Context: an optimization exercise on an open-source flow, tuned for small area. The choices shown serve that exercise and are no tape-out recipe.
Function was checked by simulation only, so behaviour that the tests miss may differ from the original.
Power figures rest on the tool's default switching activity, not on a simulated workload.

== run A ==
==> flow/design.v <==
module window_gen #(
    parameter int DATA_W = 8,
    parameter int IMG_W  = 32
)(
    input  logic              clk,
    input  logic              pixel_vld,
    input  logic [DATA_W-1:0] pixel_in,
    output logic [DATA_W-1:0] tap32,
    output logic [DATA_W-1:0] tap64
);
    logic [DATA_W-1:0] sr [0:2*IMG_W-1];
    always_ff @(posedge clk) begin
        if (pixel_vld) begin
            sr[0] <= pixel_in;
            for (int i = 1; i < 2*IMG_W; i++)
                sr[i] <= sr[i-1];
        end
    end
    assign tap32 = sr[IMG_W-1];
    assign tap64 = sr[2*IMG_W-1];
endmodule
module gaussian_blur (
  input  logic        clk,
  input  logic        rst_n,
  input  logic [7:0]  pixel_in,
  input  logic        pixel_vld,
  output logic [7:0]  pixel_out,
  output logic        pixel_vld_out
);
  localparam int IMG_W = 32;
  localparam int IMG_H = 24;
  logic [7:0] tap32, tap64;
  window_gen #(.DATA_W(8), .IMG_W(IMG_W)) win0 (
    .clk      (clk),
    .pixel_vld(pixel_vld),
    .pixel_in (pixel_in),
    .tap32    (tap32),
    .tap64    (tap64)
  );
  logic [8:0]  cs_s;
  logic [9:0]  cs_c;
  logic [10:0] rc0;
  logic [9:0]  vin;
  assign cs_s[0] = tap64[0] ^ pixel_in[0];
  assign cs_c[0] = 1'b0;
  assign cs_c[1] = tap64[0] & pixel_in[0];
  for (genvar i = 1; i < 8; i++) begin : g_csa0
    assign {cs_c[i+1], cs_s[i]} = tap64[i] + pixel_in[i] + tap32[i-1];
  end
  assign cs_s[8] = tap32[7];
  assign cs_c[9] = 1'b0;
  assign rc0[0] = 1'b0;
  for (genvar i = 0; i < 10; i++) begin : g_cpa0
    logic a;
    assign a = (i < 9) ? cs_s[i] : 1'b0;
    assign {rc0[i+1], vin[i]} = a + cs_c[i] + rc0[i];
  end
  logic [9:0] v0, v1, v2;
  always_ff @(posedge clk) begin
    if (pixel_vld) begin
      v0 <= vin;
      v1 <= v0;
      v2 <= v1;
    end
  end
  logic [11:0] sum;
  logic [10:0] ss_s;
  logic [11:0] ss_c;
  logic [12:0] rc1;
  assign ss_s[0] = v2[0] ^ v0[0];
  assign ss_c[0] = 1'b0;
  assign ss_c[1] = v2[0] & v0[0];
  for (genvar i = 1; i < 10; i++) begin : g_csa1
    assign {ss_c[i+1], ss_s[i]} = v2[i] + v0[i] + v1[i-1];
  end
  assign ss_s[10] = v1[9];
  assign ss_c[11] = 1'b0;
  assign rc1[0] = 1'b0;
  for (genvar i = 0; i < 12; i++) begin : g_cpa1
    logic a;
    assign a = (i < 11) ? ss_s[i] : 1'b0;
    assign {rc1[i+1], sum[i]} = a + ss_c[i] + rc1[i];
  end
  logic [1:0] vld_pipe;
  always_ff @(posedge clk or negedge rst_n) begin
    if (!rst_n) begin
      vld_pipe      <= 2'b0;
      pixel_vld_out <= 1'b0;
    end else begin
      vld_pipe      <= {vld_pipe[0], pixel_vld};
      pixel_vld_out <= vld_pipe[1];
    end
  end
  logic [$clog2(IMG_W)-1:0] col_cnt;
  logic [$clog2(IMG_H)-1:0] row_cnt;
  always_ff @(posedge clk or negedge rst_n) begin
    if (!rst_n) begin
      col_cnt <= '0;
      row_cnt <= '0;
    end else if (vld_pipe[1]) begin
      col_cnt <= col_cnt + 1'b1;
      if (&col_cnt)
        row_cnt <= (row_cnt == 5'(IMG_H-1)) ? '0 : row_cnt + 1'b1;
    end
  end
  always_ff @(posedge clk) begin
    if (row_cnt == 0)
      pixel_out <= sum[9:2];
    else
      pixel_out <= sum[11:4];
  end
endmodule
export LEC_CHECK = 0
export CAP_MARGIN = 20
export CORE_MARGIN = 2
export CORE_UTILIZATION = 70
export SLEW_MARGIN = 20
create_clock -name core_clock -period 5.0 [get_ports {clk}]
standard.sh (not shown) runs the stock make flow with config.mk's settings and CLKGATE_MAP_FILE= SYNTH_SCRIPT=/design/flow/synth_recipe.tcl, a recipe that flattens the netlist after the stock synthesis.
==> flow/flow/run.sh <==
#!/bin/bash
# Own layout flow: the standard ORFS flow with small port buffers and a
# lean clock tree (no dummy clock loads). Tool output goes to standard.log.
set -euo pipefail
export BUFFER_PORTS_ARGS="-buffer_cell sky130_fd_sc_hd__buf_1"
export CTS_ARGS="-sink_clustering_enable -repair_clock_nets -dont_use_dummy_load -buf_list sky130_fd_sc_hd__clkbuf_16 -sink_clustering_size 32 -sink_clustering_max_diameter 60"
bash standard.sh > standard.log 2>&1
## Diff of input files: run B against run A
==> flow/flow/run.sh <==
#!/bin/bash
# Own layout flow: the standard ORFS flow with small port buffers and a
# lean clock tree (no dummy clock loads). Tool output goes to standard.log.
set -euo pipefail
export BUFFER_PORTS_ARGS="-buffer_cell sky130_fd_sc_hd__buf_1"
export CTS_ARGS="-sink_clustering_enable -repair_clock_nets -dont_use_dummy_load -buf_list {sky130_fd_sc_hd__clkbuf_8 sky130_fd_sc_hd__clkbuf_16} -sink_clustering_size 22 -sink_clustering_max_diameter 60"
bash standard.sh > standard.log 2>&1
diff --git a/flow/config.mk b/flow/config.mk
--- a/flow/config.mk
+++ b/flow/config.mk
@@ -8,4 +8,4 @@
 export CAP_MARGIN = 20
 export CORE_MARGIN = 2
-export CORE_UTILIZATION = 70
+export CORE_UTILIZATION = 40
 export SLEW_MARGIN = 20
==> comparison <==
Compared with run A, the detailed router inserted fewer vias in run B. Going from run A to run B, routed wire length shrinks by 490 um. Of the two values seen for start point of the critical path, v0[1]$_DFFE_PP_ was produced by run B and v1[0]$_DFFE_PP_ by run A. Compared with run A, run B is the less power-hungry design. Sort run B and run A by number of global-route vias before repair, ascending, and run B comes first. For the final cell count without fillers, run B came in 24% higher than run A did.
> inputs changed (run B -> run C)
==> flow/flow/run.sh <==
#!/bin/bash
# Own layout flow: the standard ORFS flow with small port buffers and a
# lean clock tree (no dummy clock loads). Tool output goes to standard.log.
set -euo pipefail
export BUFFER_PORTS_ARGS="-buffer_cell sky130_fd_sc_hd__buf_1"
export CTS_ARGS="-sink_clustering_enable -repair_clock_nets -dont_use_dummy_load -buf_list sky130_fd_sc_hd__clkbuf_8 -sink_clustering_size 20 -sink_clustering_max_diameter 60"
export REMOVE_ABC_BUFFERS=1
bash standard.sh > standard.log 2>&1
Re placeable core region: no difference whatsoever between run C and run B. The share of final-layout standard cells stronger than drive strength 1 in run C sits 0.78 points above the value recorded for run B. Run C: part of the total power dissipated in the clock network is 4.3 points lower than what run B reported. Final design instance area without fill shrinks slightly when moving from run B to run C. Comparing run C and run B, the lower wire length after detailed routing was measured on run B. The non-clock buffer count reported for run C is greater than that of run B by about 4%. Of run C and run B, run C shows the higher final cell count, with run B below it.
### run C -> run D
==> flow/flow/run.sh <==
#!/bin/bash
# Own layout flow: the standard ORFS flow with small port buffers and a
# lean clock tree (no dummy clock loads). Tool output goes to standard.log.
set -euo pipefail
export BUFFER_PORTS_ARGS="-buffer_cell sky130_fd_sc_hd__buf_1"
export CTS_ARGS="-sink_clustering_enable -repair_clock_nets -dont_use_dummy_load -buf_list sky130_fd_sc_hd__clkbuf_8 -sink_clustering_size 22 -sink_clustering_max_diameter 45"
bash standard.sh > standard.log 2>&1
--- outcome ---
Taking run C as the reference, in run D count of cell types in the netlist flat, register-to-register slack flat.
Run C vs run D, critical path launch point: v1[0]$_DFFE_PP_ vs v0[1]$_DFFE_PP_
Of run C and run D, the higher proportion of power drawn by the clock network belongs to run D.
Diff run C -> run D: placed standard-cell area did not really move; worst setup slack after layout went up; area of all placed cells without fillers went up.
On net switching power of the design, the higher figure sits with run D, not run C.

---

// gaussian_blur: RTL as listed in full above, without the edits since
export LEC_CHECK = 0
export CAP_MARGIN = 20
export CORE_MARGIN = 2
export CORE_UTILIZATION = 40
export SLEW_MARGIN = 20
create_clock -name core_clock -period 5.0 [get_ports {clk}]
==> flow/flow/run.sh <==
#!/bin/bash
# Own layout flow: the standard ORFS flow with small port buffers and a
# lean clock tree (no dummy clock loads). Tool output goes to standard.log.
set -euo pipefail
export BUFFER_PORTS_ARGS="-buffer_cell sky130_fd_sc_hd__buf_1"
export CTS_ARGS="-sink_clustering_enable -repair_clock_nets -dont_use_dummy_load -buf_list sky130_fd_sc_hd__clkbuf_8 -root_buf sky130_fd_sc_hd__clkbuf_2 -tree_buf sky130_fd_sc_hd__clkbuf_2 -sink_clustering_buffer sky130_fd_sc_hd__clkbuf_8 -sink_clustering_size 21 -sink_clustering_max_diameter 60"
bash standard.sh > standard.log 2>&1
The first run passed the timing, design-rule and antenna checks.
Rerun with:
==> flow/flow/run.sh (replaced) <==
#!/bin/bash
# Own layout flow: the standard ORFS flow with small port buffers and a
# lean clock tree (no dummy clock loads). Tool output goes to standard.log.
set -euo pipefail
export BUFFER_PORTS_ARGS="-buffer_cell sky130_fd_sc_hd__buf_1"
export CTS_ARGS="-sink_clustering_enable -repair_clock_nets -dont_use_dummy_load -buf_list sky130_fd_sc_hd__clkbuf_8 -sink_clustering_size 22 -sink_clustering_max_diameter 60"
bash standard.sh > standard.log 2>&1
- PLACE_DENSITY: unset -> 0.75
After rerunning: The changed run went through all stages and came out clean; via count rises by 0.38%; count of clock-buffer cells in the layout goes down by 3; sequential power is about the same; area after synthesis does not change; maximum frequency shrinks by 0.89%; setup slack gets worse by 43 ps.
Rerun with:
--- a/flow/flow/run.sh
+++ b/flow/flow/run.sh
@@ -6 +6 @@
-export CTS_ARGS="-sink_clustering_enable -repair_clock_nets -dont_use_dummy_load -buf_list sky130_fd_sc_hd__clkbuf_8 -sink_clustering_size 22 -sink_clustering_max_diameter 60"
+export CTS_ARGS="-sink_clustering_enable -repair_clock_nets -dont_use_dummy_load -buf_list sky130_fd_sc_hd__clkbuf_8 -root_buf sky130_fd_sc_hd__clkbuf_4 -tree_buf sky130_fd_sc_hd__clkbuf_4 -sink_clustering_buffer sky130_fd_sc_hd__clkbuf_8 -sink_clustering_size 21 -sink_clustering_max_diameter 60"
- PLACE_DENSITY: 0.75 -> unset
Die area is unchanged. Synthesized area stays the same. Total power is about the same. Maximum frequency rises slightly. Global-route usage rises by 0.33 points. Combinational power is lower by a few percent. Worst setup slack is better by 34 ps. Sequential share of layout area climbs by 0.15 points. Sequential power stays flat.
Rerun with:
==> flow/flow/run.sh (replaced) <==
#!/bin/bash
# Own layout flow: the standard ORFS flow with small port buffers and a
# lean clock tree (no dummy clock loads). Tool output goes to standard.log.
set -euo pipefail
export BUFFER_PORTS_ARGS="-buffer_cell sky130_fd_sc_hd__buf_1"
export CTS_ARGS="-sink_clustering_enable -repair_clock_nets -dont_use_dummy_load -buf_list sky130_fd_sc_hd__clkbuf_8 -sink_clustering_size 20 -sink_clustering_max_diameter 60"
bash standard.sh > standard.log 2>&1
- CAP_MARGIN: 20 -> 0
- SLEW_MARGIN: 20 -> 0
Result:
- The new run completed without violations
- die area stays the same
- routed wire length barely changes
- worst hold slack improved by 51 ps
- via count rises slightly
Rerun with:
--- a/flow/flow/run.sh
+++ b/flow/flow/run.sh
@@ -6 +6 @@
-export CTS_ARGS="-sink_clustering_enable -repair_clock_nets -dont_use_dummy_load -buf_list sky130_fd_sc_hd__clkbuf_8 -sink_clustering_size 20 -sink_clustering_max_diameter 60"
+export CTS_ARGS="-sink_clustering_enable -repair_clock_nets -dont_use_dummy_load -buf_list sky130_fd_sc_hd__clkbuf_8 -sink_clustering_size 21 -sink_clustering_max_diameter 60"
- CAP_MARGIN: 0 -> 20
- SLEW_MARGIN: 0 -> 20
Hold slack barely changes.
Combinational power stays flat.
Area after synthesis is unchanged.
Register-to-register slack hardly moves.
Rerun with:
==> flow/run.sh (new file) <==
#!/bin/bash
# synth_recipe.tcl (not shown) runs the flow's synth.tcl, then flattens the netlist and writes it again
# the make line also repeats each setting of config.mk as NAME=value (left out here)
make -C /OpenROAD-flow-scripts/flow DESIGN_CONFIG=/design/flow/config.mk WORK_HOME=/design/flow/orfs CLKGATE_MAP_FILE= SYNTH_SCRIPT=/design/flow/synth_recipe.tcl finish
- CTS_BUF_LIST: unset -> sky130_fd_sc_hd__clkbuf_8
- CTS_CLUSTER_DIAMETER: unset -> 60
- CTS_CLUSTER_SIZE: unset -> 20
removed: flow/flow/run.sh
removed: flow/standard.sh
The changed run finished with timing, DRC and antenna clean.
Final area is higher by 1.6%.
Wire length came out higher by 1.3%.
Non-clock buffer count rises by 1.
Worst hold slack is worse by 12 ps.
Worst setup slack got worse by 27 ps.
Sequential power barely changes.
Critical path depth is unchanged.
Area after synthesis does not change.
Combinational power is higher by 8.6%.

---

RTL: the design.v shown in full above, as it stands there.
clock: 5.0 ns
lec_check: 0
cap_margin: 20
core_margin: 2
core_utilization: 40
slew_margin: 20
==> flow/flow/run.sh <==
#!/bin/bash
# Own layout flow: the standard ORFS flow with small port buffers and a
# lean clock tree (no dummy clock loads). Tool output goes to standard.log.
set -euo pipefail
export BUFFER_PORTS_ARGS="-buffer_cell sky130_fd_sc_hd__buf_1"
export CTS_ARGS="-sink_clustering_enable -repair_clock_nets -dont_use_dummy_load -buf_list sky130_fd_sc_hd__clkbuf_8 -root_buf sky130_fd_sc_hd__clkbuf_4 -tree_buf sky130_fd_sc_hd__clkbuf_4 -sink_clustering_buffer sky130_fd_sc_hd__clkbuf_8 -sink_clustering_size 20 -sink_clustering_max_diameter 60"
bash standard.sh > standard.log 2>&1
Then changed:
==> flow/flow/run.sh (replaced) <==
#!/bin/bash
# Own layout flow: the standard ORFS flow with small port buffers and a
# lean clock tree (no dummy clock loads). Tool output goes to standard.log.
set -euo pipefail
export BUFFER_PORTS_ARGS="-buffer_cell sky130_fd_sc_hd__buf_1"
export CTS_ARGS="-sink_clustering_enable -repair_clock_nets -dont_use_dummy_load -buf_list sky130_fd_sc_hd__clkbuf_8 -sink_clustering_size 24 -sink_clustering_max_diameter 60"
bash standard.sh > standard.log 2>&1
CORE_UTILIZATION = 70   (was 40)
Outcome: Hold slack improves by 0.012 ns; global-route usage came out higher by 6.7 points; final cell count goes down by about 20%; non-clock buffer count grows by 9; worst setup slack loses 0.034 ns.

---

Setup of build 27:
// gaussian_blur: RTL as listed in full above, without the edits since
clock: 5.0 ns
lec_check: 0
cap_margin: 20
core_margin: 2
core_utilization: 40
slew_margin: 20
==> flow/flow/run.sh <==
#!/bin/bash
# Own layout flow: the standard ORFS flow with small port buffers and a
# lean clock tree (no dummy clock loads). Tool output goes to standard.log.
set -euo pipefail
export BUFFER_PORTS_ARGS="-buffer_cell sky130_fd_sc_hd__buf_1"
export CTS_ARGS="-sink_clustering_enable -repair_clock_nets -dont_use_dummy_load -buf_list sky130_fd_sc_hd__clkbuf_8 -sink_clustering_size 22 -sink_clustering_max_diameter 60"
bash standard.sh > standard.log 2>&1
### build 27 -> build 95
Settings: changing CORE_UTILIZATION from 40 to 55.
diff --git a/flow/flow/run.sh b/flow/flow/run.sh
--- a/flow/flow/run.sh
+++ b/flow/flow/run.sh
@@ -6 +6 @@
-export CTS_ARGS="-sink_clustering_enable -repair_clock_nets -dont_use_dummy_load -buf_list sky130_fd_sc_hd__clkbuf_8 -sink_clustering_size 22 -sink_clustering_max_diameter 60"
+export CTS_ARGS="-sink_clustering_enable -repair_clock_nets -dont_use_dummy_load -buf_list sky130_fd_sc_hd__clkbuf_8 -sink_clustering_size 20 -sink_clustering_max_diameter 60"
[summary]
- STATUS largest voltage drop on the vdd net: build 95 loses against build 27
- As far as area share of fa/ha/maj cells after synthesis goes, build 27 and build 95 are indistinguishable; the numbers are identical.
- Sort build 95 and build 27 by wire length of the first global-routing pass, ascending, and build 27 comes first.
- Sort build 95 and build 27 by sequential share of power desc -> top: build 27
- [compare] base=build 27 new=build 95: cell area after layout now sits lower, global-route usage now sits higher.
- The count of vias placed by the detailed router of build 95 and that of build 27 are within noise of each other.
- Status: combinational share of power parity (build 27, build 95)
Changes in build 85 relative to build 95:
Settings: CORE_UTILIZATION changed from 55 to 40.
diff --git a/flow/flow/run.sh b/flow/flow/run.sh
--- a/flow/flow/run.sh
+++ b/flow/flow/run.sh
@@ -6 +6 @@
-export CTS_ARGS="-sink_clustering_enable -repair_clock_nets -dont_use_dummy_load -buf_list sky130_fd_sc_hd__clkbuf_8 -sink_clustering_size 20 -sink_clustering_max_diameter 60"
+export CTS_ARGS="-sink_clustering_enable -repair_clock_nets -dont_use_dummy_load -buf_list sky130_fd_sc_hd__clkbuf_8 -root_buf sky130_fd_sc_hd__clkbuf_1 -tree_buf sky130_fd_sc_hd__clkbuf_1 -sink_clustering_buffer sky130_fd_sc_hd__clkbuf_8 -sink_clustering_size 20 -sink_clustering_max_diameter 60"
==> run summary <==
Compared with build 95, build 85 ends up with more cell area. Changes observed in build 85 relative to build 95: worst hold slack after final layout dropped 0.082 ns, clock insertion delay at the later pin of the skew report higher.
[inputs] build 98 vs build 85
==> flow/flow/run.sh <==
#!/bin/bash
# Own layout flow: the standard ORFS flow with small port buffers and a
# lean clock tree (no dummy clock loads). Tool output goes to standard.log.
set -euo pipefail
export BUFFER_PORTS_ARGS="-buffer_cell sky130_fd_sc_hd__buf_1"
export CTS_ARGS="-sink_clustering_enable -repair_clock_nets -dont_use_dummy_load -buf_list sky130_fd_sc_hd__clkbuf_16 -sink_clustering_size 30 -sink_clustering_max_diameter 70"
bash standard.sh > standard.log 2>&1
--- outcome ---
Build 98 vs. build 85: hold slack up 0.078 ns, wire length of the first global-routing pass fell by 1.2%, final cell count down about 1.4%, length of the first detailed-routing pass in iterations now sits higher, post-layout minimum cycle time dropped 0.027 ns.
When the final numbers for build 85 and build 98 were put side by side, the mean number of vias per cell turned out to be greater in build 85.
Sort build 85 and build 98 by number of antenna violations at the first check in global routing, descending, and build 85 comes first.

-- afterwards: timing with drivers on the ports --
Ports are ideal in the flow. The routed layouts listed here were re-timed in OpenROAD.
Step 1 (the two cells are an assumption about what drives the block):
set clk [get_ports {clk}]
set_driving_cell -lib_cell sky130_fd_sc_hd__clkbuf_16 $clk
set_driving_cell -lib_cell sky130_fd_sc_hd__buf_2 [delete_from_list [all_inputs] $clk]
Step 2, shift: input delay + t, output delay - t, t = (earliest + latest rising clock arrival at the registers) / 2. This alone moves slack from input paths to output paths.
Three values: ideal, step 1, step 2; two values: the first two.
run	shift t [ns]	setup slack, ns	clock arrival spread, ns	slew at the worst register clock pin (ns)	pins driven straight from the clock port
run A	0.553	0.173 / 0.173 / -0.186	0.039 / 0.039	0.10 / 0.10	1
run B	0.613	0.230 / 0.230 / -0.142	0.028 / 0.027	0.09 / 0.09	1
run C	0.597	0.202 / 0.202 / -0.113	0.056 / 0.056	0.12 / 0.12	1
run D	0.615	0.206 / 0.206 / -0.089	0.092 / 0.091	0.12 / 0.12	1
the first run of note 2	0.874	0.197 / 0.197 / -0.161	0.106 / 0.106	0.12 / 0.12	1
the second run of note 2	0.650	0.154 / 0.154 / -0.071	0.128 / 0.129	0.13 / 0.13	1
the third run of note 2	0.716	0.187 / 0.187 / -0.151	0.081 / 0.080	0.12 / 0.12	1
the fourth run of note 2	0.595	0.191 / 0.191 / -0.140	0.053 / 0.053	0.11 / 0.11	1
the fifth run of note 2	0.595	0.187 / 0.187 / -0.141	0.058 / 0.057	0.12 / 0.12	1
the sixth run of note 2	0.622	0.160 / 0.177 / -0.445	0.038 / 0.038	0.12 / 0.12	1
the first run of note 3	0.704	0.197 / 0.197 / -0.149	0.059 / 0.060	0.12 / 0.12	1
the second run of note 3	0.568	0.163 / 0.163 / -0.161	0.045 / 0.044	0.12 / 0.12	1
build 27	0.666	0.220 / 0.220 / -0.150	0.042 / 0.042	0.12 / 0.12	1
build 95	0.581	0.136 / 0.136 / -0.145	0.072 / 0.071	0.11 / 0.11	1
build 85	1.311	0.160 / 0.160 / -0.703	0.127 / 0.127	0.12 / 0.12	1
build 98	0.597	0.186 / 0.186 / -0.110	0.070 / 0.069	0.10 / 0.10	1
With both steps, setup timing fails in every run listed, where it was met with ideal ports. For build 85, which loses most, drivers alone change the setup slack by 0.000 ns; drivers and shift together by -0.863 ns.
